This design comes from an exercise in tuning for small area, a short achievable clock period and few clock cycles on the open sky130 flow, not from production work. In this exercise RTL edits were held to simulation tests only and were not proved equivalent to the original. No driver is modelled on the clock port, so clock power and skew are understated where the tree is cut down; a real chip needs a root buffer or a tree. Power is estimated from default activity; no workload was simulated.

==> module LZ77_Encoder, before the edit <==
module LZ77_Encoder(clk,reset,chardata,valid,encode,finish,offset,match_len,char_nxt);
input               clk;
input               reset;
input       [7:0]   chardata;
output  reg         valid;
output              encode;
output  reg         finish;
output  reg [3:0]   offset;
output  reg [2:0]   match_len;
output      [7:0]   char_nxt;
reg  [7:0] hist [0:9];
reg  [8:0] dead;
reg  [2:0] k;
integer j;
assign encode   = 1'b1;
assign char_nxt = hist[1];
reg  [9:0] hv;
wire [8:0] eq;
genvar g;
generate
    for (g = 1; g <= 9; g = g + 1) begin : cmp
        assign eq[g-1] = hv[g] & (hist[0] == hist[g]);
    end
endgenerate
wire [8:0] nm   = ~dead & eq;
wire       emit = (nm == 9'd0) | (k == 3'd7);
wire       live = hv[0];
wire       last = live & (hist[0] == 8'h24);
reg  [3:0] best;
always @(*) begin
    best = 4'd0;
    for (j = 0; j < 9; j = j + 1)
        if (!dead[j]) best = j;
end
wire [2:0] k_inc = {k[2] ^ (k[1] & k[0]), k[1] ^ k[0], ~k[0]};
always @(posedge clk) begin
    hist[0] <= chardata;
    for (j = 1; j <= 9; j = j + 1)
        hist[j] <= hist[j-1];
    match_len <= k;
    offset    <= (k == 3'd0) ? 4'd0 : best;
    valid     <= ~reset & live & emit & ~finish;
    finish    <= ~reset & (finish | last);
end
reg  [9:0] hs;
always @(*) begin
    for (j = 0; j < 10; j = j + 1)
        hv[j] = (j % 2) ? ~hs[j] : hs[j];
end
always @(posedge clk) begin
    hs[0] <= ~reset;
    for (j = 1; j < 10; j = j + 1)
        if (j % 2) hs[j] <= ~(~reset & hs[j-1]);
        else       hs[j] <= ~(reset | hs[j-1]);
end
always @(posedge clk) begin
    if (emit) begin
        dead <= 9'd0;
        k    <= 3'd0;
    end else begin
        dead <= ~nm;
        k    <= k_inc;
    end
end
endmodule
==> flow/config.mk <==
export PLATFORM = sky130hd
export DESIGN_NAME = LZ77_Encoder
export DESIGN_NICKNAME = LZ77_Encoder
export VERILOG_FILES = /design/flow/design.v
export SDC_FILE = /design/flow/constraint.sdc
export NUM_CORES = 8
export LEC_CHECK = 0
export CAP_MARGIN = 20
export CORE_MARGIN = 2
export CORE_UTILIZATION = 50
export PLACE_DENSITY = 0.6
export SLEW_MARGIN = 20
==> flow/constraint.sdc <==
create_clock -name core_clock -period 10.0 [get_ports {clk}]
set_input_delay 2.0000 -clock core_clock [delete_from_list [all_inputs] [get_ports {clk}]]
set_output_delay 2.0000 -clock core_clock [all_outputs]
set_load 0.01 [all_outputs]
standard.sh (not shown) runs the stock make flow with config.mk's settings and CLKGATE_MAP_FILE= SYNTH_SCRIPT=/design/flow/synth_recipe.tcl, a recipe that flattens the netlist after the stock synthesis.
==> flow/flow/run.sh <==
#!/bin/bash
# Standard ORFS layout, except: small fast port buffers, a tighter setup repair
# target, and a hand-built one-level clock tree (flow/manual_cts.tcl) in place of TritonCTS.
set -euo pipefail
KNOBS=$(cat flow/knobs.txt)
eval bash standard.sh $KNOBS PRE_CTS_TCL=$PWD/flow/manual_cts.tcl finish > standard_flow.log 2>&1
Other scripts of this flow, unchanged in this note and not shown: flow/flow/knobs.txt, flow/flow/manual_cts.tcl
Testbench counts at the start, summed over its fixed seeds: cycles 49,224.
==> next run, changes <==
==> flow/design.v (replaced) <==
module LZ77_Encoder(clk,reset,chardata,valid,encode,finish,offset,match_len,char_nxt);
input               clk;
input               reset;
input       [7:0]   chardata;
output  reg         valid;
output              encode;
output  reg         finish;
output  reg [3:0]   offset;
output  reg [2:0]   match_len;
output      [7:0]   char_nxt;
reg  [7:0] hist [0:8];
reg  [8:0] hv;
reg        eq9;
reg  [8:0] dead;
reg  [2:0] k;
integer j;
assign encode   = 1'b1;
assign char_nxt = hist[1];
wire [8:0] eq;
genvar g;
generate
    for (g = 1; g <= 8; g = g + 1) begin : cmp
        assign eq[g-1] = hv[g] & (hist[0] == hist[g]);
    end
endgenerate
assign eq[8] = eq9;
wire       live = hv[0];
wire [8:0] nm   = ~dead & eq;
wire       emit = (nm == 9'd0) | (k == 3'd7) | ~live;
wire       last = live & (hist[0] == 8'h24);
reg  [3:0] best;
always @(*) begin
    best = 4'd0;
    for (j = 0; j < 9; j = j + 1)
        if (!dead[j]) best = j;
end
wire [2:0] k_inc = {k[2] ^ (k[1] & k[0]), k[1] ^ k[0], ~k[0]};
always @(posedge clk) begin
    hist[0] <= chardata;
    for (j = 1; j <= 8; j = j + 1)
        hist[j] <= hist[j-1];
    eq9       <= hv[8] & (chardata == hist[8]);
    match_len <= k;
    offset    <= (k == 3'd0) ? 4'd0 : best;
    valid     <= ~reset & live & emit & ~finish;
    finish    <= ~reset & (finish | last);
end
reg  [8:0] hs;
always @(*) begin
    for (j = 0; j < 9; j = j + 1)
        hv[j] = (j % 2) ? ~hs[j] : hs[j];
end
always @(posedge clk) begin
    hs[0] <= ~reset;
    for (j = 1; j < 9; j = j + 1)
        if (j % 2) hs[j] <= ~(~reset & hs[j-1]);
        else       hs[j] <= ~(reset | hs[j-1]);
end
always @(posedge clk) begin
    if (emit) begin
        dead <= 9'd0;
        k    <= 3'd0;
    end else begin
        dead <= ~nm;
        k    <= k_inc;
    end
end
endmodule
Effect: Synthesized cell count falls by 2.8%; first-iteration DRC count falls by 16%; sequential power came out lower by 7.1%; via count is lower by 3.7%; die area decreases by 5.2%; total power decreases by 5.3%; wire length went up by 9.9%; sequential share of layout area is lower by 1.6 points; setup slack loses 0.0033 ns; core utilization grows by 0.80 points; final area drops by 4.7%; synthesized area went down by 5.5%.
Testbench counts after the change, summed over its fixed seeds: cycles 49,224.
In every run of this note, the design's own scripts or RTL, not TritonCTS, make the clock network.

## separate check: timing with driven ports
The results above use ideal ports. As a check the final layouts listed here were re-extracted and re-timed, cells and wires unchanged. Step 1 assumes that a clkbuf_16 drives the clock port and a buf_2 every other input. Step 2 moves the port delays by t, midway between the first and last clock arrival at a register: inputs arrive t later, outputs are due t later. That takes back most of the time a late clock gives input paths. Slacks: no drivers / after step 1 / after step 2; pairs: no drivers / after step 1.
run | t (ns) | setup slack, ns | worst register clock-pin slew, ns
the first run | 0.219 | 7.342 / 7.258 / 7.360 | 0.11 / 0.11
the second run | 0.211 | 7.339 / 7.258 / 7.187 | 0.10 / 0.10
After both steps setup and hold are still met in every run listed. For the second run, which loses most, drivers alone change the setup slack by -0.081 ns; drivers and shift together by -0.152 ns.
